From an optimization exercise on the open Yosys and OpenROAD flow, aimed at small area, a short achievable clock period and few clock cycles; shortcuts taken in it are not production practice.
RTL that was checked went through simulation tests only; none was proved equivalent to the original.
Function not checked in runs 1 to 4: the RTL went through the layout flow alone.

[design.v]
module ALU #(
    parameter DATA_W = 32
)
(
    input                       i_clk,    
    input                       i_rst_n,  
    input                       i_valid,  
    input [DATA_W - 1 : 0]      i_A,      
    input [DATA_W - 1 : 0]      i_B,      
    input [         2 : 0]      i_inst,   
    output [2*DATA_W - 1 : 0]   o_data,   
    output                      o_done    
);
    reg         s_ex, s_mul, s_mulf, s_div;
    reg         done;
    reg         y_hc;       
    reg         y_sx;       
    reg         y_dv;       
    reg         e_sum, e_slt, e_div;  
    reg         e_sub;      
    reg  [4:0]  cnt;
    reg  [31:0] hi, lo;     
    reg  [31:0] opb;        
    reg  [31:0] hc;         
    reg         cy;         
    reg         satf, sats; 
    reg         sltf;       
    wire        idle = ~(s_ex | s_mul | s_mulf | s_div);
    assign o_data = {hi, satf ? {sats, {31{~sats}}} : {lo[31:1], lo[0] | sltf}};
    assign o_done = done;
    wire [35:0] p0 = {4'd0, opb & {32{lo[0]}}};
    wire [35:0] p1 = {3'd0, opb & {32{lo[1]}}, 1'b0};
    wire [35:0] p2 = {2'd0, opb & {32{lo[2]}}, 2'b0};
    wire [35:0] p3 = {1'd0, opb & {32{lo[3]}}, 3'b0};
    wire [35:0] p4 = {4'd0, hi};
    wire [35:0] p5 = {4'd0, hc};
    wire [35:0] s1a = p0 ^ p1 ^ p2;
    wire [35:0] c1a = {((p0 & p1) | (p0 & p2) | (p1 & p2)), 1'b0};
    wire [35:0] s1b = p3 ^ p4 ^ p5;
    wire [35:0] c1b = {((p3 & p4) | (p3 & p5) | (p4 & p5)), 1'b0};
    wire [35:0] s2  = s1a ^ c1a ^ s1b;
    wire [35:0] c2  = {((s1a & c1a) | (s1a & s1b) | (c1a & s1b)), 1'b0};
    wire [35:0] s3  = s2 ^ c2 ^ c1b;
    wire [35:0] c3  = {((s2 & c2) | (s2 & c1b) | (c2 & c1b)), 1'b0};
    wire [4:0]  nib = {1'b0, s3[3:0]} + {1'b0, c3[3:0]} + {4'd0, cy};
    wire [31:0] xa    = hi;
    wire        xs    = y_sx & hi[31];
    wire [31:0] ya    = opb;
    wire        ys    = (y_sx & opb[31]) | y_dv;
    wire        ac    = y_dv | e_sub | (y_hc & cy);
    wire [32:0] sum;
    pfx_add #(33) u_add (.a({xs, xa}), .b({ys, ya}), .c(ac), .s(sum));
    integer k;
    reg  [31:0] brev;
    always @(*) for (k = 0; k < 32; k = k + 1) brev[k] = opb[31-k];
    wire [31:0] shin  = s_ex ? brev : i_A;
    wire [4:0]  shamt = s_ex ? cnt : i_B[4:0];
    wire        fill  = s_ex | i_A[31];    
    wire [63:0] shx   = {{32{fill}}, shin} >> shamt;
    reg  [31:0] bnorm;
    always @(*) for (k = 0; k < 32; k = k + 1) bnorm[k] = shx[31-k];
    wire        bbig  = |i_B[31:5];
    wire [31:0] sra   = bbig ? {32{i_A[31]}} : shx[31:0];
    wire [4:0]  clzb, clza;
    clz32 u_clzb (.x(i_B), .n(clzb));
    clz32 u_clza (.x(i_A), .n(clza));
    wire        bzero = ~|i_B;
    wire        mzero = bzero | ~|i_A;      
    wire [4:0]  dlz   = clzb - clza;
    wire        aless = clza > clzb;        
    wire        dp0   = clza == clzb;       
    wire        dnow  = bzero | aless;      
    wire        op_as  = (i_inst == 3'd0) | (i_inst == 3'd1);
    wire        op_sub = (i_inst == 3'd1) | (i_inst == 3'd4);
    wire        op_lo  = (i_inst == 3'd2) | (i_inst == 3'd3) | (i_inst == 3'd5);  
    wire        op_mul = (i_inst == 3'd6);
    wire        op_div = (i_inst == 3'd7);
    reg  [31:0] lo_iss;
    always @(*) begin
        case (i_inst)
            3'd2:    lo_iss = i_A & i_B;
            3'd3:    lo_iss = i_A | i_B;
            3'd5:    lo_iss = sra;
            3'd6:    lo_iss = bzero ? 32'd0 : i_A;
            3'd7:    lo_iss = bzero ? 32'h7fffffff : 32'd0;
            default: lo_iss = i_A;
        endcase
    end
    wire        last  = (cnt == 5'd0);
    wire        rneg  = sum[32];
    wire        q     = ~sum[32];           
    wire        ovf   = sum[32] ^ sum[31];
    wire        go      = idle & i_valid;
    wire        n_ex    = go & ~op_lo & ~op_mul & ~(op_div & (dnow | dp0));
    wire        n_mul   = (go & op_mul & ~mzero) | (s_mul & ~last);
    wire        n_mulf  = s_mul & last;
    wire        n_div   = (go & op_div & ~dnow & dp0) | (s_ex & e_div) | (s_div & ~last);
    wire        n_exdiv = go & op_div & ~dnow & ~dp0;    
    wire        n_done  = (go & (op_lo | (op_div & dnow) | (op_mul & mzero))) | (s_ex & ~e_div) |
                          s_mulf | (s_div & last);
    always @(posedge i_clk or negedge i_rst_n) begin
        if (!i_rst_n) begin
            s_ex   <= 1'b0;
            s_mul  <= 1'b0;
            s_mulf <= 1'b0;
            s_div  <= 1'b0;
            done   <= 1'b0;
        end else begin
            s_ex   <= n_ex;
            s_mul  <= n_mul;
            s_mulf <= n_mulf;
            s_div  <= n_div;
            done   <= n_done;
        end
    end
    always @(posedge i_clk) begin
        y_hc  <= n_mulf;
        y_sx  <= n_ex & ~op_div;
        y_dv  <= n_div;
        cy    <= idle ? 1'b0 : nib[4];
        e_sum <= op_as;
        e_slt <= (i_inst == 3'd4);
        e_div <= op_div;
        e_sub <= idle & op_sub;
        hc   <= idle ? 32'd0 : c3[35:4];
        cnt  <= idle ? (i_inst[0] ? dlz : 5'd7) : s_ex ? cnt : cnt - 5'd1;
        satf <= s_ex & e_sum & ovf;
        sats <= rneg;
        sltf <= s_ex & e_slt & rneg;
        hi <= ({32{idle & (op_as | op_sub | op_div)}} & i_A) |
              ({32{s_mul}} & s3[35:4]) |
              ({32{s_ex & e_div}} & hi) |
              ({32{s_mulf | (s_div & q)}} & sum[31:0]) |
              ({32{s_div & ~q}} & hi);
        if (idle)        lo <= lo_iss;
        else if (s_ex)   lo <= {32{e_sum}} & sum[31:0];
        else if (s_mul)  lo <= {nib[3:0], lo[31:4]};
        else if (s_div)  lo <= {lo[30:0], q};
        if (idle)        opb <= i_B ^ {32{op_sub | op_div}};
        else if (s_ex)   opb <= bnorm;
        else if (s_mul & last) opb <= c3[35:4];      
        else if (s_div)  opb <= {1'b1, opb[31:1]};
    end
endmodule
module pfx_add #(parameter N = 36) (
    input  [N-1:0] a,
    input  [N-1:0] b,
    input          c,
    output [N-1:0] s
);
    localparam L = (N < 16) ? 4 : (N < 32) ? 5 : (N < 64) ? 6 : 7;
    wire [N:0] g [0:L];
    wire [N:0] p [0:L];
    assign g[0] = {a & b, c};
    assign p[0] = {a ^ b, 1'b0};
    genvar i, j;
    generate
        for (i = 0; i < L; i = i + 1) begin : lv
            for (j = 0; j <= N; j = j + 1) begin : bt
                if (j >= (1 << i)) begin : m
                    assign g[i+1][j] = g[i][j] | (p[i][j] & g[i][j - (1 << i)]);
                    assign p[i+1][j] = p[i][j] & p[i][j - (1 << i)];
                end else begin : t
                    assign g[i+1][j] = g[i][j];
                    assign p[i+1][j] = p[i][j];
                end
            end
        end
    endgenerate
    assign s = p[0][N:1] ^ g[L][N-1:0];
endmodule
module clz32 (
    input  [31:0] x,
    output [4:0]  n
);
    wire [7:0]  z;           
    wire [15:0] c;           
    genvar i;
    generate
        for (i = 0; i < 8; i = i + 1) begin : nb
            wire [3:0] v = x[4*i+3:4*i];
            assign z[i] = ~|v;
            assign c[2*i+1:2*i] = v[3] ? 2'd0 : v[2] ? 2'd1 : v[1] ? 2'd2 : 2'd3;
        end
    endgenerate
    wire [3:0]  zb;
    wire [11:0] cb;
    generate
        for (i = 0; i < 4; i = i + 1) begin : by
            assign zb[i] = z[2*i+1] & z[2*i];
            assign cb[3*i+2:3*i] = z[2*i+1] ? {1'b1, c[4*i+1:4*i]} : {1'b0, c[4*i+3:4*i+2]};
        end
    endgenerate
    wire [1:0]  zh;
    wire [7:0]  ch;
    generate
        for (i = 0; i < 2; i = i + 1) begin : hw
            assign zh[i] = zb[2*i+1] & zb[2*i];
            assign ch[4*i+3:4*i] = zb[2*i+1] ? {1'b1, cb[6*i+2:6*i]} : {1'b0, cb[6*i+5:6*i+3]};
        end
    endgenerate
    assign n = zh[1] ? {1'b1, ch[3:0]} : {1'b0, ch[7:4]};
endmodule
[flow/run.sh]
#!/bin/bash
# The standard layout (the standard.sh: ORFS synthesis to final layout),
# with one ORFS setting changed: the port buffers are buf_2 cells instead of
# the resizer's default pick (a delay cell); every input and output port
# still gets a buffer.
set -euo pipefail
export BUFFER_PORTS_ARGS="-buffer_cell sky130_fd_sc_hd__buf_2"
bash standard.sh > standard.log 2>&1
[standard.sh]
#!/bin/bash
# synth_recipe.tcl (not shown) runs the flow's synth.tcl, then flattens the netlist and writes it again
# the make line also repeats each setting of config.mk as NAME=value (left out here)
make -C /OpenROAD-flow-scripts/flow DESIGN_CONFIG=/design/flow/config.mk WORK_HOME=/design/flow/orfs CLKGATE_MAP_FILE= SYNTH_SCRIPT=/design/flow/synth_recipe.tcl "${@:-finish}"
[config.mk]
export PLATFORM = sky130hd
export DESIGN_NAME = ALU
export DESIGN_NICKNAME = ALU
export VERILOG_FILES = /design/flow/design.v
export SDC_FILE = /design/flow/constraint.sdc
export NUM_CORES = 4
export LEC_CHECK = 0
export CAP_MARGIN = 20
export CORE_MARGIN = 2
export CORE_UTILIZATION = 40
export SETUP_SLACK_MARGIN = 3.3
export SLEW_MARGIN = 20
[constraint.sdc]
create_clock -name core_clock -period 7.0 [get_ports {i_clk}]
set_input_delay 1.4000 -clock core_clock [delete_from_list [all_inputs] [get_ports {i_clk}]]
set_output_delay 1.4000 -clock core_clock [all_outputs]
set_load 0.01 [all_outputs]
==> results.txt, run 1 <==
- Status: complete, no violations
- Crit path arrival time: 4.17 ns
- Root buf cell: clkbuf_16
- RSZ-0062 raised after global routing: true
- DRC Markers: 0
- Async SR Flop Fraction: 0.0336
- Yosys warns: 2
- Highest Clock Rate: 265 MHz
- Relative slew slack: 0.337
- Max FO, Critical Path: 8
- Total grt overflow: 0
- Final worst-path cycle share: 0.538
- CTS tree: yes
- Area growth syn-to-layout: 18.6%
- Worst EP required: 7.40 ns
- Seq/Total Area, Yosys: 0.212
- Most common cell after layout, fill and taps aside: inv_1
- Total track usage: 0.405
- First-pass GRT wire length: 129000 um
- Initial antenna violation count: 3
- Most frequent cell on the critical path: a21oi_1
- Initial Util: 0.404
- Max clock buf depth: 2
- Hold_sp: e_slt$_DFF_P_
- DR vias: 18354
- CP max stage cell: or4_4
- Die height: 213 um
- Count of hold-fix buffers inserted at cts: 0
- Placer congestion estimate: 1.03
- R2r setup slk: 3.29 ns
- Mean post-synth cell area: 8.42 sq um
- Pin count of the biggest net entering global routing: 48
- Hold Violations, Final: 0
- Worst Max-Slew Pin Slew: 0.991 ns
- Setup TNS: 0 ns
- Reg2reg start: opb[12]$_DFFE_PP_
- Setup violators final: 0
- Ports: 135
- Clock transition at path regs: 0.07 ns
- Max Cap Viol: 0
- Cts bufs inserted: 17
- Final core occ: 0.480
- WL per Instance: 32.8 um
- Critical-path cell list: buf_2 > or4_4 > o21ai_2 > a21oi_1 > or2_2 > ha_1 > a21o_1 > a21o_1 > a21oi_2 > nor2_4 > a21oi_1 > a21oi_1 > o21ai_1
- Total clock sinks: 149
- DRT iter0 DRCs: 2574
- Row count: 76
- Layout cells sized above 1: 0.204
- Vias in the first global route: 17596
- Worst Path Class, Setup: input port to flop
- Die area: 45200 sq um
- Post-Synthesis Cells: 2070
- CP peak stage delay: 0.59 ns
- Post-DRT Antenna Nets: 0
- Crit path time final: 3.77 ns
- Post-DP HPWL: 66500 um
- Post-synth EDFFs: 69
- CTS H-Tree Depth: 4
- Ant. Diodes: 0
- Clk_skew: 0.0123 ns
- Die width: 213 um
- Final WL: 91600 um
- Post-Syn Area: 17400 sq um
- Slew Viols, Final: 0
- Synthesized Nets: 2316
- Crit end category: flop
- Worst setup SP type: input port
- Worst setup path start: i_A[14]
- Seq cells post-synth: 149
- Most frequent cells in the layout: inv_1 (164), nand2_1 (163), nor2_1 (151), a21oi_1 (150), and2_1 (130)
- Clock Latency Late Sink: 0.48 ns
- DR vias/cell: 6.56
- DR pass1 iterations: 6
- Ys flop type: dfxtp_1
- HP Class: flop to flop
- Final net count: 2445
- Core Area: 43100 sq um
- Cell variety after synth: 76
- I/O Buffers: 134
final timing paths:
path / endpoint / cells past startpoint
worst max register to register: hi[29]$_DFF_P_ / 13
min in group asynchronous: s_mul$_DFF_PN0_ / 1
worst min register to register: sltf$_DFF_P_ / 1
worst max-delay path: done$_DFF_PN0_ / 13
max in group asynchronous: s_ex$_DFF_PN0_ / 1
worst min-delay path: sltf$_DFF_P_ / 1
critical path, delay by kind of cell:
kind            cells  cell delay, ns
compound gates      8            1.16
simple gates        3            0.95
fa+ha+maj           1            0.36
buf+inv             1            0.26
synth_stat cells, types with 6 or more instances:
master | count | area [sq um]
inv_1 | 167 | 627
nand2_1 | 166 | 623
a21oi_1 | 163 | 816
nor2_1 | 159 | 597
and2_1 | 130 | 813
mux2i_1 | 130 | 1300
o21ai_0 | 126 | 631
fa_1 | 125 | 2500
clkbuf_1 | 100 | 375
dfxtp_1 | 75 | 1500
edfxtp_1 | 69 | 2070
ha_1 | 51 | 638
o21a_1 | 46 | 345
a211oi_1 | 44 | 330
mux2_2 | 42 | 473
a21o_1 | 35 | 263
xor2_1 | 34 | 298
xnor2_1 | 32 | 280
o221ai_1 | 31 | 272
nor3_1 | 27 | 135
a221o_1 | 26 | 260
buf_2 | 26 | 130
nand3_1 | 24 | 120
a221oi_1 | 19 | 166
o211ai_1 | 19 | 143
a31oi_1 | 13 | 81.3
nor4_1 | 13 | 81.3
o22ai_1 | 11 | 68.8
and3_1 | 10 | 62.6
nand4_1 | 10 | 62.6
nand2b_1 | 9 | 56.3
a2bb2oi_1 | 8 | 70.1
nor2b_1 | 8 | 50.1
o21bai_1 | 8 | 60.1
o221a_2 | 8 | 90.1
o31ai_1 | 8 | 60.1
buf_1 | 7 | 26.3
a211o_1 | 6 | 52.6
per-stage QoR:
stage / instances / area, sq um / hold WS (ns) / setup WS, ns
after CTS: 2775 / 20200 / 0.541 / 3.13
after floorplan: 2070 / 17500 / 0.437 / 3.02
final: 2797 / 20700 / 0.543 / 3.23
after global routing: 2797 / 20700 / 0.551 / 3.04
after global placement: 2690 / 18700 / 0.530 / 1.94
after detailed placement: 2690 / 18700 / 0.528 / 1.88
kinds of logic (layout without fill, tap and decap cells):
kind of cell | after synthesis | count (layout) | share of synthesized area
mux | 178 | 179 | 0.109
flops | 149 | 149 | 0.212
xor+xnor | 67 | 67 | 0.0341
simple gates | 577 | 577 | 0.158
fa+ha+maj | 176 | 176 | 0.180
compound gates | 620 | 621 | 0.238
buf+inv | 303 | 443 | 0.0680
layout make-up:
class | instances | area, sq um
repair buffers | 243 | 1740
inverters | 168 | 638
fillers | 4265 | 22400
flip-flops and latches | 149 | 3710
clock inverters | 13 | 93.8
well taps | 585 | 732
multi-input cells | 1620 | 13300
clock buffers | 19 | 464
routing by layer:
layer	global-route usage	routed length, um	vias to the layer above
met3	0.0875	9980	262
met5	0	13	-
li1	-	-	7650
met2	0.593	38500	1287
met4	0.239	5960	2
met1	0.548	37100	9153
timing repair:
action	in CTS	in global routing
setup endpoints to repair	128	84
pin swaps	27	34
buffers inserted	51	21
gates resized for setup	102	80
gates cloned	2	1
state kept, by name, indices dropped and copies added, names as in the netlist:
signal,cells
sltf,1
sats,1
hc,32
s_mulf,1
cnt,5
satf,1
e_sub,1
e_div,1
hi,32
cy,1
done,1
opb,32
lo,32
y_sx,1
s_mul,1
s_ex,1
e_sum,1
y_hc,1
y_dv,1
s_div,1
e_slt,1
==> run 2, diff against run 1 <==
--- a/config.mk
+++ b/config.mk
@@ -10,3 +10,4 @@
 export CORE_UTILIZATION = 40
 export SETUP_SLACK_MARGIN = 3.3
 export SLEW_MARGIN = 20
+export TNS_END_PERCENT = 10
==> run 2 against run 1 <==
Compared with the run above:
- still clean
- worst hold slack worse by 0.0051 ns
- count of clock-buffer cells in the layout is the same
- worst setup slack worse by 0.12 ns
- non-clock buffer count down 21
- critical path type is now flop to flop
- critical endpoint is now hi[28]$_DFF_P_
==> results.txt, run 2 <==
- Area after DPL: 18700 sq um (unchanged)
- Total clock sinks: 149 (unchanged)
- Most frequent cells in the layout: inv_1 (166), nand2_1 (161), a21oi_1 (155), nor2_1 (151), and2_1 (130)
- Worst setup SP type: flop
- Most common cell after layout, fill and taps aside: inv_1
- Top cells by count, synth: inv_1 (167), nand2_1 (166), a21oi_1 (163)
- Hold Violations, Final: 0 (unchanged)
- Worst setup path start: opb[12]$_DFFE_PP_
- R2r setup slk: 3.11 ns (-0.18 ns)
- Total track usage: 0.411 (+0.00591)
- Status: complete, no violations
- Highest Clock Rate: 257 MHz (-3.2%)
- Final WL: 92200 um (+0.58%)
- Cts bufs inserted: 17 (unchanged)
- Reg2reg start: opb[12]$_DFFE_PP_
- Clk_skew: 0.00995 ns (-0.00232 ns)
- Ports: 135 (unchanged)
- Worst R2R End: hi[28]$_DFF_P_
- Clock Latency Late Sink: 0.47 ns (about the same)
- Core Area: 43100 sq um (unchanged)
- Layout cells sized above 1: 0.182 (-0.0223)
- Placer congestion estimate: 1.03 (+0.31%)
- Ranking of synthesized cells by area: fa_1 (14%), edfxtp_1 (12%), dfxtp_1 (8.6%)
- Top-area cell type share of the netlist area: 0.144 (unchanged)
- Worst EP required: 7.42 ns (+0.02 ns)
- Relative slew slack: 0.257 (-0.0802)
- Ys flop type: dfxtp_1
- DR vias: 18190 (-0.89%)
- Slew Viols, Final: 0 (unchanged)
- Crit path time final: 3.89 ns (+0.124 ns)
- Setup TNS: 0 ns (unchanged)
- WHS: 0.538 ns (-0.00506 ns)
- Cell variety after synth: 76 (unchanged)
- Worst setup margin: 3.11 ns (-0.124 ns)
- RSZ-0062 raised after global routing: true
- First-pass GRT wire length: 130000 um (+1.3%)
- Die width: 213 um (unchanged)
- Post-Syn Area: 17400 sq um (unchanged)
- Total grt overflow: 0 (unchanged)
- Root buf cell: clkbuf_16
- Die height: 213 um (unchanged)
- Initial antenna violation count: 5 (+2)
- Worst Max-Slew Pin Slew: 1.11 ns (+0.123 ns)
- R2R cell count: 13 (unchanged)
- Post-DRT Antenna Nets: 0 (unchanged)
- Mean post-synth cell area: 8.42 sq um (unchanged)
- Yosys warns: 2 (unchanged)
- Synthesized Nets: 2316 (unchanged)
- DRT iter0 DRCs: 2377 (-7.7%)
- Post-Synthesis Cells: 2070 (unchanged)
- Async SR Flop Fraction: 0.0336 (unchanged)
- Worst Path Class, Setup: flop to flop
- Pin count of the biggest net entering global routing: 59 (+23%)
- Post-synth EDFFs: 69 (unchanged)
- Cell accounting for the most synthesized area: fa_1
- Final net count: 2425 (-0.82%)
- Seq cells post-synth: 149 (unchanged)
- Initial Util: 0.404 (unchanged)
- Post-route cell area: 20300 sq um (-1.7%)
- Cells after DPL: 2688 (-0.074%)
- Max FO, Critical Path: 11 (+3)
- Crit path to: hi[28]$_DFF_P_
- Crit end category: flop
- Seq/Total Area, Yosys: 0.212 (unchanged)
- Count of hold-fix buffers inserted at cts: 0 (unchanged)
- Final core occ: 0.472 (-0.00805)
- CTS H-Tree Depth: 4 (unchanged)
- Die area: 45200 sq um (unchanged)
- Setup violators final: 0 (unchanged)
- Clock transition at path regs: 0.07 ns (about the same)
- DRC Markers: 0 (unchanged)
- Post-Layout Cell Count: 2780 (-0.61%)
- Max clock buf depth: 2 (unchanged)
- Vias in the first global route: 17702 (+0.60%)
- HP Class: flop to flop
- Final worst-path cycle share: 0.556 (+0.0177)
- Top-count cell post-synth: inv_1
- Row count: 76 (unchanged)
- Setup Slack @ Placement: 1.95 ns (+0.0670 ns)
- DR vias/cell: 6.54 (-0.29%)
- I/O Buffers: 134 (unchanged)
- Crit path arrival time: 4.31 ns (+0.14 ns)
- CTS tree: yes
- WL per Instance: 33.2 um (+1.2%)
- DR pass1 iterations: 5 (-1)
- Area growth syn-to-layout: 16.6%
- Post-DP HPWL: 67200 um (+0.92%)
- Max Cap Viol: 0 (unchanged)
run 2: cell counts after synthesis:
No cell type changed its count.
run 2: worst min-delay path by stage:
stage                              end     startpoint  slack, ns  depth (start not counted)
after global placement    sltf$_DFF_P_  e_slt$_DFF_P_       0.50                          1
after global routing      sltf$_DFF_P_  e_slt$_DFF_P_       0.53                          1
after CTS                 sltf$_DFF_P_  e_slt$_DFF_P_       0.53                          1
final                     sltf$_DFF_P_  e_slt$_DFF_P_       0.54                          1
after detailed placement  sltf$_DFF_P_  e_slt$_DFF_P_       0.51                          1
after floorplan           sltf$_DFF_P_  e_slt$_DFF_P_       0.44                          1
run 2: worst max-delay path, stage by stage (launching register included):
cell and delay [ns]:
edfxtp_1 0.43, ha_1 0.42, nand2_2 0.16, nor3_4 0.39
nand4_1 0.16, buf_4 0.19, a211oi_4 0.30, nor3_4 0.12
o31ai_4 0.35, xor2_4 0.12, buf_12 0.17, buf_12 0.13
o22ai_4 0.62, a221o_1 0.27
run 2: kinds of logic (layout without fill, tap and decap cells):
family          after synthesis  in the layout  share of synthesized area
simple gates                577            578                      0.158
other cells                   0              3                          0
mux                         178            179                      0.109
compound gates              620            621                      0.238
fa+ha+maj                   176            176                      0.180
flops                       149            149                      0.212
xor+xnor                     67             67                     0.0341
buf+inv                     303            422                     0.0680
run 2: metal layers:
layer,track usage,vias up,part of all wire
met4,0.218,4,0.056
li1,-,7611,-
met2,0.618,1174,0.44
met1,0.547,9145,0.40
met3,0.0966,256,0.11
met5,0,-,0.00025
run 2: cell type report:
cell class,count,area (sq um)
Timing Repair Buffer,222,1520
Tap cell,585,732
Clock inverter,13,145
Antenna cell,3,7.51
Sequential cell,149,3700
Clock buffer,19,464
Inverter,168,631
Fill cell,4257,22800
Multi-Input combinational cell,1621,13100
run 2: timing repair:
| action | 4_1_cts | 5_1_grt |
|---|---|---|
| setup endpoints to repair | 134 | 87 |
| endpoints found under the hold margin | 0 | 0 |
| pin swaps | 21 | 31 |
| setup buffers | 39 | 15 |
| gates cloned | 3 | 0 |
| gates resized for setup | 73 | 52 |
==> run 3, diff against run 2 <==
--- a/config.mk
+++ b/config.mk
@@ -8,6 +8,5 @@
 export CAP_MARGIN = 20
 export CORE_MARGIN = 2
 export CORE_UTILIZATION = 40
-export SETUP_SLACK_MARGIN = 3.3
+export SETUP_SLACK_MARGIN = 3.0
 export SLEW_MARGIN = 20
-export TNS_END_PERCENT = 10
==> run 3 against run 2 <==
Compared with the run above:
- wire length down 4.8%
- clock skew grew 0.0092 ns
- sequential share of layout area rose by 0.35 points
==> results.txt, run 3 <==
- Status: complete, no violations
- Top-count cell post-synth: inv_1
- Ant. Diodes: 0 (-3)
- Hold Violations, Final: 0 (unchanged)
- Hold path depth: 1 (unchanged)
- Levels on crit path: 11 (-2)
- Seq/Total Area, Yosys: 0.212 (unchanged)
- Worst setup margin: 2.93 ns (-0.181 ns)
- Core Area: 43100 sq um (unchanged)
- First-pass GRT wire length: 123000 um (-5.8%)
- Ranking of synthesized cells by area: fa_1 (14%), edfxtp_1 (12%), dfxtp_1 (8.6%)
- Top-area cell type share of the netlist area: 0.144 (unchanged)
- Setup violators final: 0 (unchanged)
- Most frequent cells in the layout: inv_1 (165), nand2_1 (164), a21oi_1 (155), nor2_1 (152), and2_1 (130)
- Clock Latency Late Sink: 0.48 ns (about the same)
- CP Buf/Inv Count: 4 (+1)
- CTS tree: yes
- Hold_sp: e_slt$_DFF_P_
- Multi-input gate area: 13000 sq um (-0.79%)
- Worst setup SP type: input port
- DR pass1 iterations: 6 (+1)
- Root buf cell: clkbuf_16
- Ports: 135 (unchanged)
- Slew Viols, Final: 0 (unchanged)
- Row count: 76 (unchanged)
- R2R cell count: 11 (-2)
- Crit path arrival time: 4.29 ns (-0.02 ns)
- Worst Max-Slew Pin Slew: 1.00 ns (-0.110 ns)
- Area growth syn-to-layout: 14.5%
- Count of hold-fix buffers inserted at cts: 0 (unchanged)
- Relative slew slack: 0.325 (+0.0681)
- I/O Buffers: 134 (unchanged)
- Most frequent cell on the critical path: buf_4
- Reg2reg start: opb[11]$_DFFE_PP_
- Crit path time final: 4.07 ns (+0.181 ns)
- CP max stage cell: o21ai_1
- Final worst-path cycle share: 0.582 (+0.0258)
- Area after DPL: 18700 sq um (about the same)
- Max clock buf depth: 2 (unchanged)
- Die area: 45200 sq um (unchanged)
- DR vias/cell: 6.44 (-1.6%)
- Final WL: 87800 um (-4.8%)
- Layout cells sized above 1: 0.168 (-0.0144)
- Critical-path cell list: buf_2 > nor4_4 > buf_4 > nand4_1 > buf_4 > inv_2 > and3_2 > o21ai_1 > nor2_1 > o311a_1 > a2111o_1
- FF/Latch Area: 3700 sq um (unchanged)
- Max FO, Critical Path: 10 (-1)
- Max Cap Viol: 0 (unchanged)
- Worst Path Class, Setup: input port to flop
- Post-Syn Area: 17400 sq um (unchanged)
- DRT iter0 DRCs: 2447 (+2.9%)
- Setup Slack @ Placement: 1.73 ns (-0.221 ns)
- Synthesized Nets: 2316 (unchanged)
- Mean post-synth cell area: 8.42 sq um (unchanged)
- Total track usage: 0.386 (-0.0252)
- Cts bufs inserted: 17 (unchanged)
- Total clock sinks: 149 (unchanged)
- Final net count: 2404 (-0.87%)
- Initial Util: 0.404 (unchanged)
- Initial antenna violation count: 4 (-1)
- Post-Synthesis Cells: 2070 (unchanged)
- Setup TNS: 0 ns (unchanged)
- CTS H-Tree Depth: 4 (unchanged)
- Async SR Flop Fraction: 0.0336 (unchanged)
- Post-DP HPWL: 65200 um (-2.9%)
- HP Class: flop to flop
- Clock transition at path regs: 0.07 ns (about the same)
- Die width: 213 um (unchanged)
- Worst setup path start: i_B[20]
- Ys flop type: dfxtp_1
- DR vias: 17752 (-2.4%)
- Die height: 213 um (unchanged)
- Clk_skew: 0.0191 ns (+0.00917 ns)
- Top cells by count, synth: inv_1 (167), nand2_1 (166), a21oi_1 (163)
- Vias in the first global route: 17022 (-3.8%)
- Total grt overflow: 0 (unchanged)
- Pin count of the biggest net entering global routing: 84 (+42%)
- Fillers: 4318 (+1.4%)
- WL per Instance: 31.8 um (-3.9%)
- Worst EP required: 7.22 ns (-0.20 ns)
- Post-route cell area: 19900 sq um (-1.9%)
- Cell accounting for the most synthesized area: fa_1
- Yosys warns: 2 (unchanged)
- Cell variety after synth: 76 (unchanged)
- CP peak stage delay: 0.77 ns (+0.15 ns)
- Post-DRT Antenna Nets: 0 (unchanged)
- Crit end category: flop
- Post-synth EDFFs: 69 (unchanged)
- Crit path max-delay family: compound AO/OA/AOI/OAI gates
- DRC Markers: 0 (unchanged)
- Placer congestion estimate: 1.01 (-1.8%)
- WHS: 0.527 ns (-0.0105 ns)
- RSZ-0062 raised after global routing: true
- Highest Clock Rate: 245 MHz (-4.4%)
- Most common cell after layout, fill and taps aside: inv_1
- Seq cells post-synth: 149 (unchanged)
## run 3: cells by family after synthesis
kind of cell	share of synthesized area
AOI/OAI and AO/OA	0.238
and+or+nand+nor	0.158
buffers and inverters	0.0680
muxes	0.109
adders and majority gates	0.180
DFF	0.212
xor gates and xnor gates	0.0341
## run 3: worst register-to-register path, delay by kind of cell (launching register included)
kind            cells  cell delay (ns)
compound gates      7             2.29
xor+xnor            1             0.18
fa+ha+maj           1             0.43
buf+inv             1             0.18
flops               1             0.54
simple gates        1             0.33
## run 3: metrics by stage
step,std cells,utilization
final,2756,0.463
after floorplan,2070,-
after CTS,2734,0.455
after detailed placement,2689,0.434
after global placement,2688,0.433
after global routing,2756,0.463
## run 3: worst paths after layout
kind	to	slack [ns]
max in group asynchronous	s_ex$_DFF_PN0_	6.13
hold reg to reg	sltf$_DFF_P_	0.53
setup / recovery	lo[11]$_DFFE_PP_	2.93
min in group asynchronous	s_ex$_DFF_PN0_	0.73
hold / removal	sltf$_DFF_P_	0.53
setup reg to reg	hi[2]$_DFF_P_	3.01
## run 3: area by class of cell
class,instances,share of cell area
timing repair buffer,201,0.0659
sequential,149,0.186
multi-input combinational,1621,0.653
clock buffer,19,0.0217
clock inverter,13,0.00546
tap,585,0.0367
inverter,168,0.0316
## run 3: timing repair
action	in CTS	in global routing
setup endpoints to repair	73	67
gates cloned	1	2
resized for setup	34	45
pin swaps	8	20
setup buffers	12	19
## run 3: layer usage
metal / GRT usage / part of all wire
met5: 0 / 0.00031
met3: 0.0863 / 0.10
met2: 0.574 / 0.43
met4: 0.195 / 0.059
met1: 0.525 / 0.41
==> run 4, diff against run 3 <==
--- a/config.mk
+++ b/config.mk
@@ -8,5 +8,5 @@
 export CAP_MARGIN = 20
 export CORE_MARGIN = 2
 export CORE_UTILIZATION = 40
-export SETUP_SLACK_MARGIN = 3.0
+export SETUP_SLACK_MARGIN = 3.1
 export SLEW_MARGIN = 20
==> run 4 against run 3 <==
Compared with the run above:
- count of clock-buffer cells in the layout down 2
- core utilization up 0.51 points
- clock skew down 0.0069 ns
- register-to-register slack better by 0.16 ns
- worst setup slack better by 0.21 ns
- wire length up 3.1%
- die area unchanged
- non-clock buffer count up 13
- fmax up 5.5%
==> results.txt, run 4 <==
- Status: complete, no violations
- Seq cells post-synth: 149 (unchanged)
- Vias in the first global route: 17353 (+1.9%)
- Highest Clock Rate: 259 MHz (+5.5%)
- Total grt overflow: 0 (unchanged)
- Final WL: 90500 um (+3.1%)
- Row count: 76 (unchanged)
- Root buf cell: clkbuf_16
- Post-synth EDFFs: 69 (unchanged)
- Worst Max-Slew Pin Slew: 1.08 ns (+0.0772 ns)
- Setup TNS: 0 ns (unchanged)
- Hold Violations, Final: 0 (unchanged)
- Most common cell after layout, fill and taps aside: inv_1
- WL per Instance: 32.7 um (+2.6%)
- Relative slew slack: 0.277 (-0.0481)
- CP peak stage delay: 0.47 ns (-0.30 ns)
- Placer congestion estimate: 1.05 (+3.8%)
- Ys flop type: dfxtp_1
- Setup violators final: 0 (unchanged)
- DR vias/cell: 6.49 (+0.83%)
- Post-Syn Area: 17400 sq um (unchanged)
- CP max stage cell: buf_4
- Crit end category: flop
- RSZ-0062 raised after global routing: true
- Crit path arrival time: 4.19 ns (-0.10 ns)
- Top cells by count, synth: inv_1 (167), nand2_1 (166), a21oi_1 (163)
- Synthesized Nets: 2316 (unchanged)
- Mean post-synth cell area: 8.42 sq um (unchanged)
- DRT iter0 DRCs: 2117 (-13%)
- Clk_skew: 0.0123 ns (-0.00686 ns)
- Cell variety after synth: 76 (unchanged)
- Post-Synthesis Cells: 2070 (unchanged)
- HP Class: flop to flop
- Area growth syn-to-layout: 15.7%
- Max clock buf depth: 2 (unchanged)
- Ranking of synthesized cells by area: fa_1 (14%), edfxtp_1 (12%), dfxtp_1 (8.6%)
- Top-count cell post-synth: inv_1
- Worst setup SP type: input port
- Area after DPL: 18700 sq um (+0.14%)
- DR pass1 iterations: 6 (unchanged)
- I/O Buffers: 134 (unchanged)
- Pin count of the biggest net entering global routing: 54 (-36%)
- Final core occ: 0.468 (+0.00511)
- Die area: 45200 sq um (unchanged)
- Final worst-path cycle share: 0.551 (-0.0305)
- Multi-input gate area: 13100 sq um (+0.31%)
- Most frequent cells in the layout: inv_1 (167), nand2_1 (163), nor2_1 (154), a21oi_1 (154), and2_1 (130)
- Crit path time final: 3.86 ns (-0.214 ns)
- Initial antenna violation count: 6 (+2)
- Cell accounting for the most synthesized area: fa_1
- Seq/Total Area, Yosys: 0.212 (unchanged)
- Critical-path cell list: buf_2 > mux2i_4 > buf_4 > mux4_2 > mux2i_1 > a211oi_1 > a21oi_1 > nand2_1 > a31oi_1
- DRC Markers: 0 (unchanged)
- Post-DP HPWL: 67500 um (+3.4%)
- Post-route cell area: 20200 sq um (+1.1%)
- Max FO, Critical Path: 36 (+26)
- Post-DRT Antenna Nets: 0 (unchanged)
- Max Cap Viol: 0 (unchanged)
- Layout cells sized above 1: 0.176 (+0.00816)
- Clock Latency Late Sink: 0.48 ns (about the same)
- FF/Latch Area: 3700 sq um (unchanged)
- CTS tree: yes
- Clock transition at path regs: 0.07 ns (about the same)
- Cts bufs inserted: 17 (unchanged)
- Slew Viols, Final: 0 (unchanged)
- Die width: 213 um (unchanged)
- Top-area cell type share of the netlist area: 0.144 (unchanged)
- Fillers: 4261 (-1.3%)
- Async SR Flop Fraction: 0.0336 (unchanged)
- Worst Path Class, Setup: input port to flop
- Yosys warns: 2 (unchanged)
- Worst EP required: 7.33 ns (+0.11 ns)
- CTS H-Tree Depth: 4 (unchanged)
- Total track usage: 0.400 (+0.0142)
- Die height: 213 um (unchanged)
- First-pass GRT wire length: 127000 um (+3.9%)
- Ports: 135 (unchanged)
- Total clock sinks: 149 (unchanged)
- Core Area: 43100 sq um (unchanged)
- DR vias: 17997 (+1.4%)
- Initial Util: 0.404 (unchanged)
- Final net count: 2417 (+0.54%)
[run 4: cell counts after synthesis]
Identical to the previous run, type by type.
[run 4: layout make-up]
| class | count | share of cell area |
|---|---|---|
| Antenna cell | 2 | 0.000248 |
| Clock buffer | 17 | 0.0211 |
| Clock inverter | 15 | 0.00844 |
| Inverter | 168 | 0.0313 |
| Multi-Input combinational cell | 1621 | 0.648 |
| Sequential cell | 149 | 0.184 |
| Tap cell | 585 | 0.0363 |
| Timing Repair Buffer | 214 | 0.0712 |
[run 4: worst paths after layout]
kind	start	to	slack, ns	cells past startpoint
max	i_B[2]	lo[5]$_DFFE_PP_	3.14	9
min	e_slt$_DFF_P_	sltf$_DFF_P_	0.47	1
max reg2reg	y_dv$_DFF_P_	lo[31]$_DFFE_PP_	3.17	13
min reg2reg	e_slt$_DFF_P_	sltf$_DFF_P_	0.47	1
max in group asynchronous	i_rst_n	s_ex$_DFF_PN0_	6.13	1
min in group asynchronous	i_rst_n	s_mulf$_DFF_PN0_	0.72	1
[run 4: cells by family after synthesis]
family,after synthesis,synth area share
XOR/XNOR,67,0.0341
flip-flops,149,0.212
multiplexers,178,0.109
adder cells (fa/ha/maj),176,0.180
AO/OA/AOI/OAI,620,0.238
buffers and inverters,303,0.0680
AND/OR/NAND/NOR,577,0.158
[run 4: critical path, delay by kind of cell]
kind	cells	cell delay, ns
muxes	3	1.05
buffers and inverters	2	0.66
AOI/OAI and AO/OA	3	0.78
and+or+nand+nor	1	0.24
[run 4: repair_timing]
item                                    CTS  global route
resized for setup                        51            46
endpoints found under the setup margin   78            64
cloned                                    1             2
pin swaps                                10            22
hold buffers                              0             0
buffers inserted                         11            32
[run 4: layer usage]
layer / wire [um] / GRT usage
met3: 10100 / 0.0832
met4: 5100 / 0.214
met1: 36200 / 0.541
met2: 39200 / 0.599
met5: 34 / 0
[run 4: metrics by stage]
step	setup WS (ns)	instances	hold slack [ns]
finish	3.14	2771	0.475
global route	3.09	2769	0.476
CTS	3.06	2735	0.470
detailed placement	1.77	2691	0.455
global placement	1.83	2690	0.459
floorplan	3.02	2070	0.437
==> run 5, diff against run 4 <==
--- a/design.v
+++ b/design.v
@@ -72,6 +72,8 @@
     wire        dnow  = bzero | aless;      
     wire        op_as  = (i_inst == 3'd0) | (i_inst == 3'd1);
     wire        op_sub = (i_inst == 3'd1) | (i_inst == 3'd4);
+    wire        op_slt = (i_inst == 3'd4);
+    wire        sgnd   = i_A[31] ^ i_B[31];   
     wire        op_lo  = (i_inst == 3'd2) | (i_inst == 3'd3) | (i_inst == 3'd5);  
     wire        op_mul = (i_inst == 3'd6);
     wire        op_div = (i_inst == 3'd7);
@@ -83,6 +85,7 @@
             3'd5:    lo_iss = sra;
             3'd6:    lo_iss = bzero ? 32'd0 : i_A;
             3'd7:    lo_iss = bzero ? 32'h7fffffff : 32'd0;
+            3'd4:    lo_iss = 32'd0;
             default: lo_iss = i_A;
         endcase
     end
@@ -91,12 +94,13 @@
     wire        q     = ~sum[32];           
     wire        ovf   = sum[32] ^ sum[31];
     wire        go      = idle & i_valid;
-    wire        n_ex    = go & ~op_lo & ~op_mul & ~(op_div & (dnow | dp0));
+    wire        n_ex    = go & ~op_lo & ~op_mul & ~(op_div & (dnow | dp0)) & ~(op_slt & sgnd);
     wire        n_mul   = (go & op_mul & ~mzero) | (s_mul & ~last);
     wire        n_mulf  = s_mul & last;
     wire        n_div   = (go & op_div & ~dnow & dp0) | (s_ex & e_div) | (s_div & ~last);
     wire        n_exdiv = go & op_div & ~dnow & ~dp0;    
-    wire        n_done  = (go & (op_lo | (op_div & dnow) | (op_mul & mzero))) | (s_ex & ~e_div) |
+    wire        n_done  = (go & (op_lo | (op_div & dnow) | (op_mul & mzero) | (op_slt & sgnd))) |
+                          (s_ex & ~e_div) |
                           s_mulf | (s_div & last);
     always @(posedge i_clk or negedge i_rst_n) begin
         if (!i_rst_n) begin
@@ -126,8 +130,8 @@
         cnt  <= idle ? (i_inst[0] ? dlz : 5'd7) : s_ex ? cnt : cnt - 5'd1;
         satf <= s_ex & e_sum & ovf;
         sats <= rneg;
-        sltf <= s_ex & e_slt & rneg;
-        hi <= ({32{idle & (op_as | op_sub | op_div)}} & i_A) |
+        sltf <= (s_ex & e_slt & rneg) | (go & op_slt & sgnd & i_A[31]);
+        hi <= ({32{idle & (op_as | op_sub | op_div) & ~(op_slt & sgnd)}} & i_A) |
               ({32{s_mul}} & s3[35:4]) |
               ({32{s_ex & e_div}} & hi) |
               ({32{s_mulf | (s_div & q)}} & sum[31:0]) |
--- a/config.mk
+++ b/config.mk
@@ -8,5 +8,5 @@
 export CAP_MARGIN = 20
 export CORE_MARGIN = 2
 export CORE_UTILIZATION = 40
-export SETUP_SLACK_MARGIN = 3.1
+export SETUP_SLACK_MARGIN = 3.0
 export SLEW_MARGIN = 20
==> run 5 against run 4 <==
Compared with the run above:
- critical path type unchanged
- non-clock buffer count fell by 11
- count of clock-buffer cells in the layout rose by 5
- die area is 0.51% lower
- flip-flop and latch count unchanged
- synthesized cell count is 0.39% lower
- fmax fell by 4.3%
- clock skew rose by 0.0090 ns
- highest routed layer is now met4
- still clean on timing, DRC and antenna
- via count decreased by 2.1%
- cell count fell by 1.6%
- first-iteration DRC count increased by 4.0%
- largest cell class unchanged
==> results.txt, run 5 <==
- Post-DP HPWL: 65600 um (-2.7%)
- Post-DRT Antenna Nets: 0 (unchanged)
- DR vias: 17613 (-2.1%)
- Clock transition at path regs: 0.07 ns (about the same)
- Status: complete, no violations
- Post-Syn Area: 17300 sq um (-0.52%)
- Initial antenna violation count: 4 (-2)
- CTS tree: yes
- Seq cells post-synth: 149 (unchanged)
- CTS H-Tree Depth: 4 (unchanged)
- Final net count: 2374 (-1.8%)
- Mean post-synth cell area: 8.41 sq um (-0.13%)
- Root buf cell: clkbuf_16
- Worst EP required: 7.22 ns (-0.11 ns)
- HP Class: flop to flop
- Ys flop type: dfxtp_1
- Yosys warns: 2 (unchanged)
- Max Cap Viol: 0 (unchanged)
- Async SR Flop Fraction: 0.0336 (unchanged)
- RSZ-0062 raised after global routing: true
- Top cells by count, synth: inv_1 (168), nor2_1 (164), a21oi_1 (146)
- Total clock sinks: 149 (unchanged)
- Slew Viols, Final: 0 (unchanged)
- Ports: 135 (unchanged)
- Setup violators final: 0 (unchanged)
- Highest Clock Rate: 248 MHz (-4.3%)
- Final core occ: 0.459 (-0.00918)
- I/O Buffers: 134 (unchanged)
- Pin count of the biggest net entering global routing: 57 (+5.6%)
- Total grt overflow: 0 (unchanged)
- Core Area: 42900 sq um (-0.44%)
- Layout cells sized above 1: 0.152 (-0.0234)
- Cts bufs inserted: 17 (unchanged)
- Die area: 45000 sq um (-0.51%)
- Final worst-path cycle share: 0.576 (+0.0249)
- Die width: 212 um (-0.25%)
- Area after DPL: 18500 sq um (-1.3%)
- Hold Violations, Final: 0 (unchanged)
- Top-count cell post-synth: inv_1
- Post-route cell area: 19700 sq um (-2.4%)
- Most common cell after layout, fill and taps aside: inv_1
- Relative slew slack: 0.270 (-0.00723)
- CP peak stage delay: 0.50 ns (+0.03 ns)
- DRC Markers: 0 (unchanged)
- Top-area cell type share of the netlist area: 0.144 (+0.000746)
- Most frequent cells in the layout: inv_1 (167), nor2_1 (159), a21oi_1 (143), nand2_1 (135), and2_1 (132)
- Ranking of synthesized cells by area: fa_1 (14%), edfxtp_1 (12%), dfxtp_1 (8.7%)
- Die height: 212 um (-0.25%)
- Worst Path Class, Setup: input port to flop
- Cell variety after synth: 76 (unchanged)
- Critical-path cell list: buf_2 > or2_4 > inv_1 > a21oi_1 > nand2_1 > a221oi_1 > nor2_1 > a311oi_2 > o311ai_0
- Vias in the first global route: 16728 (-3.6%)
- Synthesized Nets: 2310 (-0.26%)
- Max FO, Critical Path: 26 (-28%)
- DR vias/cell: 6.46 (-0.52%)
- Seq/Total Area, Yosys: 0.213 (+0.00110)
- Total track usage: 0.395 (-0.00459)
- Fillers: 4291 (+0.70%)
- DRT iter0 DRCs: 2202 (+4.0%)
- Placer congestion estimate: 1.03 (-1.5%)
- Max clock buf depth: 2 (unchanged)
- Setup TNS: 0 ns (unchanged)
- Area growth syn-to-layout: 13.5%
- Final WL: 88500 um (-2.2%)
- DR pass1 iterations: 6 (unchanged)
- Crit path arrival time: 4.25 ns (+0.06 ns)
- Post-Synthesis Cells: 2062 (-0.39%)
- Post-synth EDFFs: 69 (unchanged)
- CP max stage cell: or2_4
- Worst setup SP type: input port
- Crit path time final: 4.03 ns (+0.174 ns)
- Clock Latency Late Sink: 0.52 ns (+0.04 ns)
- Cell accounting for the most synthesized area: fa_1
- First-pass GRT wire length: 124000 um (-2.4%)
- Worst Max-Slew Pin Slew: 1.08 ns (+0.00291 ns)
- Crit end category: flop
- WL per Instance: 32.5 um (-0.58%)
- Clk_skew: 0.0213 ns (+0.00899 ns)
- Row count: 76 (unchanged)
- Initial Util: 0.404 (about the same)
==> run 5: cell count changes in the layout (fill, tap and decap cells not counted), moves of 6 or more <==
cell	before	now
maj3_1	0	19
o21ai_0	118	107
a21oi_1	154	143
a21o_1	35	19
o221a_2	8	2
a31oi_1	13	21
nor3_1	25	33
nand2_1	163	135
o211ai_1	19	32
mux2_2	41	29
mux2i_1	127	115
==> run 5: stage by stage <==
step	instances	setup slack, ns	hold WS, ns
2_1_floorplan	2062	3.02	0.431
3_3_place_gp	2655	1.71	0.588
3_5_place_dp	2656	1.75	0.594
4_1_cts	2702	2.88	0.603
5_1_grt	2726	2.93	0.637
6_report	2726	2.97	0.595
==> run 5: layout make-up <==
| class | count | area, sq um | area share |
|---|---|---|---|
| Antenna cell | 2 | 5.00 | 0.000254 |
| Clock buffer | 22 | 507 | 0.0257 |
| Clock inverter | 10 | 70.1 | 0.00356 |
| Inverter | 169 | 638 | 0.0324 |
| Multi-Input combinational cell | 1586 | 12700 | 0.646 |
| Sequential cell | 149 | 3700 | 0.188 |
| Tap cell | 585 | 732 | 0.0372 |
| Timing Repair Buffer | 203 | 1310 | 0.0666 |
==> run 5: metal layers <==
layer,global-route usage,vias up,part of all wire
li1,-,7466,-
met1,0.533,8751,0.41
met2,0.589,1182,0.43
met3,0.0965,214,0.11
met4,0.197,0,0.056
met5,0,-,0
==> run 5: what timing repair did <==
action / 4_1_cts / 5_1_grt
resized for setup: 20 / 56
setup endpoints to repair: 53 / 49
setup buffers: 12 / 21
hold buffers: 0 / 0
cloned: 2 / 1
pin swaps: 2 / 12
==> run 5: final timing paths <==
path / startpoint / end / slack, ns / cells after the start
setup / recovery: i_inst[2] / lo[0]$_DFFE_PP_ / 2.97 / 9
hold / removal: hi[17]$_DFF_P_ / hi[17]$_DFF_P_ / 0.60 / 2
setup reg to reg: opb[0]$_DFFE_PP_ / lo[31]$_DFFE_PP_ / 3.03 / 11
hold reg to reg: hi[17]$_DFF_P_ / hi[17]$_DFF_P_ / 0.60 / 2
max in group asynchronous: i_rst_n / s_ex$_DFF_PN0_ / 6.13 / 1
min in group asynchronous: i_rst_n / s_mulf$_DFF_PN0_ / 0.71 / 1
==> run 5: kinds of logic (layout without fill, tap and decap cells) <==
kind of cell,count (synthesis),count (layout),synth area share
adders and majority gates,197,197,0.194
buffers and inverters,330,404,0.0747
muxes,152,152,0.0916
other,0,2,0
AOI/OAI and AO/OA,597,600,0.231
and+or+nand+nor,564,564,0.158
DFF,149,149,0.213
xor gates and xnor gates,73,73,0.0373
==> run 5: critical path: cells and delay by family <==
kind            cells  cell delay, ns
compound gates      4            1.41
simple gates        3            0.87
buf+inv             2            0.56
Testbench counts of run 5, summed over its fixed seeds: cycles 9,006.
==> run 6, diff against run 5 <==
--- a/config.mk
+++ b/config.mk
@@ -8,5 +8,5 @@
 export CAP_MARGIN = 20
 export CORE_MARGIN = 2
 export CORE_UTILIZATION = 40
-export SETUP_SLACK_MARGIN = 3.0
+export SETUP_SLACK_MARGIN = 3.4
 export SLEW_MARGIN = 20
==> run 6 against run 5 <==
Compared with the run above:
- count of clock-buffer cells in the layout up 1
- flip-flop and latch count unchanged
- global-route usage up 0.44 points
- via count up 2.5%
==> results.txt, run 6 <==
- Status: complete, no violations
- HP Class: flop to flop
- Crit path arrival time: 4.27 ns (+0.02 ns)
- Layout cells sized above 1: 0.206 (+0.0537)
- Post-DP HPWL: 64800 um (-1.2%)
- Pin count of the biggest net entering global routing: 64 (+12%)
- Post-synth EDFFs: 69 (unchanged)
- Top cells by count, synth: inv_1 (168), nor2_1 (164), a21oi_1 (146)
- Placer congestion estimate: 1.08 (+4.0%)
- Final net count: 2428 (+2.3%)
- Max clock buf depth: 2 (unchanged)
- Async SR Flop Fraction: 0.0336 (unchanged)
- WL per Instance: 32.5 um (about the same)
- Initial antenna violation count: 2 (-2)
- Core Area: 42900 sq um (unchanged)
- Die area: 45000 sq um (unchanged)
- Root buf cell: clkbuf_16
- Top-area cell type share of the netlist area: 0.144 (unchanged)
- Worst EP required: 7.35 ns (+0.13 ns)
- Crit path to: done$_DFF_PN0_
- Hold path depth: 2 (unchanged)
- R2R cell count: 10 (-1)
- Post-Syn Area: 17300 sq um (unchanged)
- Setup violators final: 0 (unchanged)
- Worst setup path start: i_B[15]
- Mean post-synth cell area: 8.41 sq um (unchanged)
- Crit path max-delay family: compound AO/OA/AOI/OAI gates
- Critical-path cell list: buf_8 > nor4_4 > nand2_1 > a21oi_1 > or4_4 > a2111oi_4 > ha_1 > a21o_1 > a21o_1 > a21o_1 > a21oi_2 > nor2_2 > mux2i_1 > nor2_1 > o31ai_2
- Final WL: 90300 um (+2.0%)
- Setup Slack @ Placement: 1.82 ns (+0.0682 ns)
- Highest Clock Rate: 255 MHz (+3.0%)
- CP max stage cell: or4_4
- CP peak stage delay: 0.53 ns (+0.03 ns)
- Post-DRT Antenna Nets: 0 (unchanged)
- Die height: 212 um (unchanged)
- Relative slew slack: 0.154 (-0.116)
- Worst Path Class, Setup: input port to flop
- Max Cap Viol: 0 (unchanged)
- Ys flop type: dfxtp_1
- Worst setup margin: 3.08 ns (+0.117 ns)
- Crit path time final: 3.92 ns (-0.117 ns)
- Ranking of synthesized cells by area: fa_1 (14%), edfxtp_1 (12%), dfxtp_1 (8.7%)
- Clock transition at path regs: 0.06 ns (about the same)
- Post-Synthesis Cells: 2062 (unchanged)
- Total grt overflow: 0 (unchanged)
- DRT iter0 DRCs: 2403 (+9.1%)
- Setup TNS: 0 ns (unchanged)
- RSZ-0062 raised after global routing: true
- DR vias/cell: 6.50 (+0.59%)
- DRC Markers: 0 (unchanged)
- Most frequent cell on the critical path: a21o_1
- Synthesized Nets: 2310 (unchanged)
- Top-count cell post-synth: inv_1
- DR vias: 18062 (+2.5%)
- CTS tree: yes
- CTS H-Tree Depth: 4 (unchanged)
- First-pass GRT wire length: 127000 um (+2.0%)
- Worst Max-Slew Pin Slew: 1.26 ns (+0.172 ns)
- Reg2reg start: s_ex$_DFF_PN0_
- Cell accounting for the most synthesized area: fa_1
- DR pass1 iterations: 6 (unchanged)
- Levels on crit path: 15 (+6)
- Ports: 135 (unchanged)
- Crit end category: flop
- Cell variety after synth: 76 (unchanged)
- R2r setup slk: 3.28 ns (+0.25 ns)
- Area growth syn-to-layout: 20.8%
- Clock Latency Late Sink: 0.48 ns (-0.04 ns)
- Most common cell after layout, fill and taps aside: inv_1
- CP Buf/Inv Count: 1 (-1)
- WHS: 0.589 ns (-0.00623 ns)
- Final worst-path cycle share: 0.560 (-0.0167)
- Slew Viols, Final: 0 (unchanged)
- I/O Buffers: 134 (unchanged)
- Worst setup SP type: input port
- Hold Violations, Final: 0 (unchanged)
- Worst R2R End: lo[26]$_DFFE_PP_
- Die width: 212 um (unchanged)
- Cts bufs inserted: 17 (unchanged)
- Most frequent cells in the layout: inv_1 (167), nor2_1 (156), a21oi_1 (135), and2_1 (132), nand2_1 (129)
- Total clock sinks: 149 (unchanged)
- Yosys warns: 2 (unchanged)
- Vias in the first global route: 17280 (+3.3%)
- Initial Util: 0.404 (unchanged)
- Row count: 76 (unchanged)
- Total track usage: 0.400 (+0.00436)
- Seq cells post-synth: 149 (unchanged)
- Seq/Total Area, Yosys: 0.213 (unchanged)
- Max FO, Critical Path: 6 (-77%)
- Clk_skew: 0.0154 ns (-0.00586 ns)
## run 6: stage by stage
stage          cells  area [sq um]  utilization
2_1_floorplan   2062         17500            -
3_3_place_gp    2652         18500        0.432
3_5_place_dp    2653         18500        0.432
4_1_cts         2749         20300        0.474
5_1_grt         2778         20900        0.488
6_report        2779         20900        0.488
## run 6: logic make-up after synthesis
family / share of synthesized area
compound gates: 0.231
simple gates: 0.158
buf+inv: 0.0747
fa+ha+maj: 0.194
mux: 0.0916
flops: 0.213
xor+xnor: 0.0373
## run 6: how the worst min path moves through the flow
| stage | to | from | slack (ns) |
|---|---|---|---|
| finish | hi[1]$_DFF_P_ | hi[1]$_DFF_P_ | 0.59 |
| global route | hi[1]$_DFF_P_ | hi[1]$_DFF_P_ | 0.61 |
| CTS | hi[1]$_DFF_P_ | hi[1]$_DFF_P_ | 0.59 |
| detailed placement | s_div$_DFF_PN0_ | e_div$_DFF_P_ | 0.56 |
| global placement | s_div$_DFF_PN0_ | e_div$_DFF_P_ | 0.55 |
| floorplan | sltf$_DFF_P_ | e_slt$_DFF_P_ | 0.43 |
## run 6: cell type report
type | count | area, sq um
inverter | 169 | 637
clock buffer | 23 | 510
tap | 585 | 732
fill | 4157 | 22000
antenna | 1 | 2.50
multi-input combinational | 1587 | 13300
sequential | 149 | 3700
clock inverter | 9 | 88.8
timing repair buffer | 256 | 2000
## run 6: tightest hold or removal path, stage by stage, from the launching register on
cell and delay [ns]:
dfxtp_1 0.35, inv_1 0.06, o221ai_1 0.11
## run 6: what timing repair did
| item | CTS | global route |
|---|---|---|
| pin swaps | 36 | 34 |
| resized for setup | 149 | 90 |
| buffers inserted | 59 | 28 |
| setup endpoints to repair | 134 | 87 |
| cloned | 5 | 1 |
| hold buffers | 0 | 0 |
## run 6: metal layers
layer  GRT usage  up-vias  share of wire
met5           0        -        0.00021
met4       0.228        4          0.065
met3       0.101      301           0.12
met2       0.582     1291           0.42
met1       0.537     8887           0.40
li1            -     7579              -
==> run 7, diff against run 6 <==
--- a/config.mk
+++ b/config.mk
@@ -8,5 +8,5 @@
 export CAP_MARGIN = 20
 export CORE_MARGIN = 2
 export CORE_UTILIZATION = 40
-export SETUP_SLACK_MARGIN = 3.4
+export SETUP_SLACK_MARGIN = 3.3
 export SLEW_MARGIN = 20
==> run 7 against run 6 <==
Compared with the run above:
- still clean on timing, DRC and antenna
- sequential share of layout area up 0.50 points
- global-route usage increased by 0.28 points
- synthesized area is the same
- wire length is 0.63% lower
- fmax rose by 1.2%
- critical path type unchanged
- largest cell class unchanged
==> results.txt, run 7 <==
- CTS tree: yes
- CP max stage cell: or4_4
- DR pass1 iterations: 8 (+2)
- Slew Viols, Final: 0 (unchanged)
- Worst R2R End: lo[31]$_DFFE_PP_
- Worst setup margin: 3.13 ns (+0.0449 ns)
- Final worst-path cycle share: 0.553 (-0.00642)
- HP Class: flop to flop
- WL per Instance: 32.5 um (+0.16%)
- Setup Slack @ Placement: 1.96 ns (+0.147 ns)
- Ant. Diodes: 0 (-1)
- Most common cell after layout, fill and taps aside: inv_1
- Post-Syn Area: 17300 sq um (unchanged)
- Post-route cell area: 20400 sq um (-2.7%)
- Status: complete, no violations
- Hold path depth: 2 (unchanged)
- Root buf cell: clkbuf_16
- Critical-path cell list: buf_8 > nor4_2 > nand2_1 > a21oi_1 > or4_4 > a2111oi_4 > ha_1 > a21o_1 > a21o_1 > a21o_1 > a21oi_2 > nor2_2 > mux2i_1 > nor2_1 > o31ai_2
- Ranking of synthesized cells by area: fa_1 (14%), edfxtp_1 (12%), dfxtp_1 (8.7%)
- Post-DP HPWL: 65300 um (+0.70%)
- Mux cell area share after synthesis: 0.0916 (unchanged)
- Vias in the first global route: 16973 (-1.8%)
- Seq cells post-synth: 149 (unchanged)
- CP peak stage delay: 0.52 ns (about the same)
- Crit end category: flop
- Relative slew slack: 0.251 (+0.0972)
- Compound-Gate Fraction of Synth Area: 0.231 (unchanged)
- Most frequent cell on the critical path: a21o_1
- CTS H-Tree Depth: 4 (unchanged)
- DRT iter0 DRCs: 2058 (-14%)
- I/O Buffers: 134 (unchanged)
- Area growth syn-to-layout: 17.5%
- Final net count: 2407 (-0.86%)
- Worst Path Class, Setup: input port to flop
- Cell variety after synth: 76 (unchanged)
- Hold_sp: hi[1]$_DFF_P_
- First-pass GRT wire length: 126000 um (-0.24%)
- Top cells by count, synth: inv_1 (168), nor2_1 (164), a21oi_1 (146)
- Initial antenna violation count: 1 (-1)
- Initial Util: 0.404 (unchanged)
- Area after DPL: 18500 sq um (-0.22%)
- Crit path arrival time: 4.26 ns (about the same)
- Clk_skew: 0.0226 ns (+0.00717 ns)
- Clock transition at path regs: 0.06 ns (about the same)
- Post-Synthesis Cells: 2062 (unchanged)
- Setup violators final: 0 (unchanged)
- DR vias: 17796 (-1.5%)
- Max Cap Viol: 0 (unchanged)
- Setup TNS: 0 ns (unchanged)
- Die area: 45000 sq um (unchanged)
- Crit path time final: 3.87 ns (-0.0449 ns)
- R2R cell count: 11 (+1)
- Reg2reg start: lo[2]$_DFFE_PP_
- Worst Hold End: hi[1]$_DFF_P_
- Ys flop type: dfxtp_1
- Layout cells sized above 1: 0.183 (-0.0233)
- Post-Layout Cell Count: 2757 (-0.79%)
- RSZ-0062 raised after global routing: true
- WHS: 0.585 ns (-0.00368 ns)
- Top-count cell post-synth: inv_1
- Post-DRT Antenna Nets: 0 (unchanged)
- Total grt overflow: 0 (unchanged)
- Highest Clock Rate: 258 MHz (+1.2%)
- Die width: 212 um (unchanged)
- Die height: 212 um (unchanged)
- Clock Latency Late Sink: 0.51 ns (+0.03 ns)
- Cell accounting for the most synthesized area: fa_1
- Mean post-synth cell area: 8.41 sq um (unchanged)
- Worst setup SP type: input port
- Max FO, Critical Path: 5 (-1)
- Final WL: 89700 um (-0.63%)
- Final core occ: 0.475 (-0.0132)
- Max clock buf depth: 2 (unchanged)
- Cells after DPL: 2651 (-0.075%)
- Hold Violations, Final: 0 (unchanged)
- Async SR Flop Fraction: 0.0336 (unchanged)
- Worst EP required: 7.39 ns (+0.04 ns)
- Cts bufs inserted: 17 (unchanged)
- DRC Markers: 0 (unchanged)
- R2r setup slk: 3.27 ns (about the same)
- Ports: 135 (unchanged)
- Core Area: 42900 sq um (unchanged)
- Yosys warns: 2 (unchanged)
- Post-synth EDFFs: 69 (unchanged)
- Largest family of logic cells by synthesized area: compound AO/OA/AOI/OAI gates
- Worst Max-Slew Pin Slew: 1.12 ns (-0.136 ns)
- Synthesized Nets: 2310 (unchanged)
- DR vias/cell: 6.45 (-0.69%)
- Total track usage: 0.402 (+0.00279)
- Post-Synth Adder-Cell Area: 0.194 (unchanged)
- Top-area cell type share of the netlist area: 0.144 (unchanged)
- Row count: 76 (unchanged)
- Pin count of the biggest net entering global routing: 53 (-17%)
- Simple-gate portion of the synthesized area: 0.158 (unchanged)
- Total clock sinks: 149 (unchanged)
- Placer congestion estimate: 1.06 (-1.8%)
- XOR/XNOR share of the synthesized area: 0.0373 (unchanged)
- Most frequent cells in the layout: inv_1 (166), nor2_1 (159), a21oi_1 (142), nand2_1 (133), and2_1 (132)
- Seq/Total Area, Yosys: 0.213 (unchanged)
## run 7: final cells by class
type	count	area, sq um
clock buffer	20	437
clock inverter	12	160
fill	4194	22500
inverter	169	642
multi-input combinational	1588	13000
sequential	149	3700
tap	585	732
timing repair buffer	234	1660
## run 7: worst max-delay path: cells and delay by family
family / cells / cell delay [ns]
AO/OA/AOI/OAI: 7 / 1.47
AND/OR/NAND/NOR: 5 / 0.82
adder cells (fa/ha/maj): 1 / 0.31
buffers and inverters: 1 / 0.13
multiplexers: 1 / 0.13
## run 7: cell families (layout without fill, tap and decap cells)
kind of cell | after synthesis | after routing
compound gates | 597 | 601
xor+xnor | 73 | 73
fa+ha+maj | 197 | 197
buf+inv | 330 | 435
flops | 149 | 149
mux | 152 | 153
simple gates | 564 | 564
## run 7: layer usage
layer / GRT usage / share of wire / vias to the layer above
li1: - / - / 7538
met1: 0.539 / 0.41 / 8791
met2: 0.583 / 0.41 / 1211
met3: 0.116 / 0.12 / 252
met4: 0.214 / 0.060 / 4
met5: 0.00779 / 0.00071 / -
## run 7: how the worst max path moves through the flow
stage                      end    start  cells past startpoint  slack [ns]
2_1_floorplan   done$_DFF_PN0_   i_B[2]                     14        3.04
4_1_cts         done$_DFF_PN0_   i_B[2]                     14        3.12
3_5_place_dp   lo[1]$_DFFE_PP_   i_B[1]                     10        1.96
6_report        done$_DFF_PN0_  i_B[10]                     15        3.13
3_3_place_gp   lo[1]$_DFFE_PP_   i_B[1]                     10        1.91
5_1_grt         done$_DFF_PN0_   i_B[7]                     19        3.02
## run 7: repair_timing
item                                    CTS  global route
setup buffers                            40            27
hold buffers                              0             0
resized for setup                        84            60
cloned                                    7             0
pin swaps                                21            28
endpoints found under the setup margin  123            60
endpoints found under the hold margin     0             0

## what the ideal ports hide
No port has a modelled driver above. Below, the same layouts with a new extraction and two added sets of constraints. Step 1, drivers: a clkbuf_16 drives i_clk and a buf_2 each remaining input, both assumed. Step 2 times the ports against the registers' clock, not the clock port: input delays grow and output delays shrink by t, the midpoint of the rising clock arrivals with the driver on. Slacks: ideal / step 1 / step 2; pairs: ideal / step 1.
run	t, ns	setup WS [ns]	latest minus earliest clock arrival (ns)
run 1	0.538	3.231 / 3.263 / 2.725	0.012 / 0.012
run 2	0.528	3.107 / 3.107 / 2.625	0.010 / 0.010
run 3	0.532	2.926 / 2.966 / 2.433	0.019 / 0.019
run 4	0.532	3.140 / 3.171 / 2.650	0.013 / 0.013
run 5	0.560	2.966 / 2.999 / 2.439	0.022 / 0.022
run 6	0.532	3.083 / 3.043 / 2.511	0.015 / 0.015
run 7	0.559	3.128 / 3.094 / 2.535	0.023 / 0.023
After both steps setup and hold are still met in every run listed. The setup slack of run 7, which loses most, moves by -0.034 ns with the drivers and by -0.593 ns with both steps.
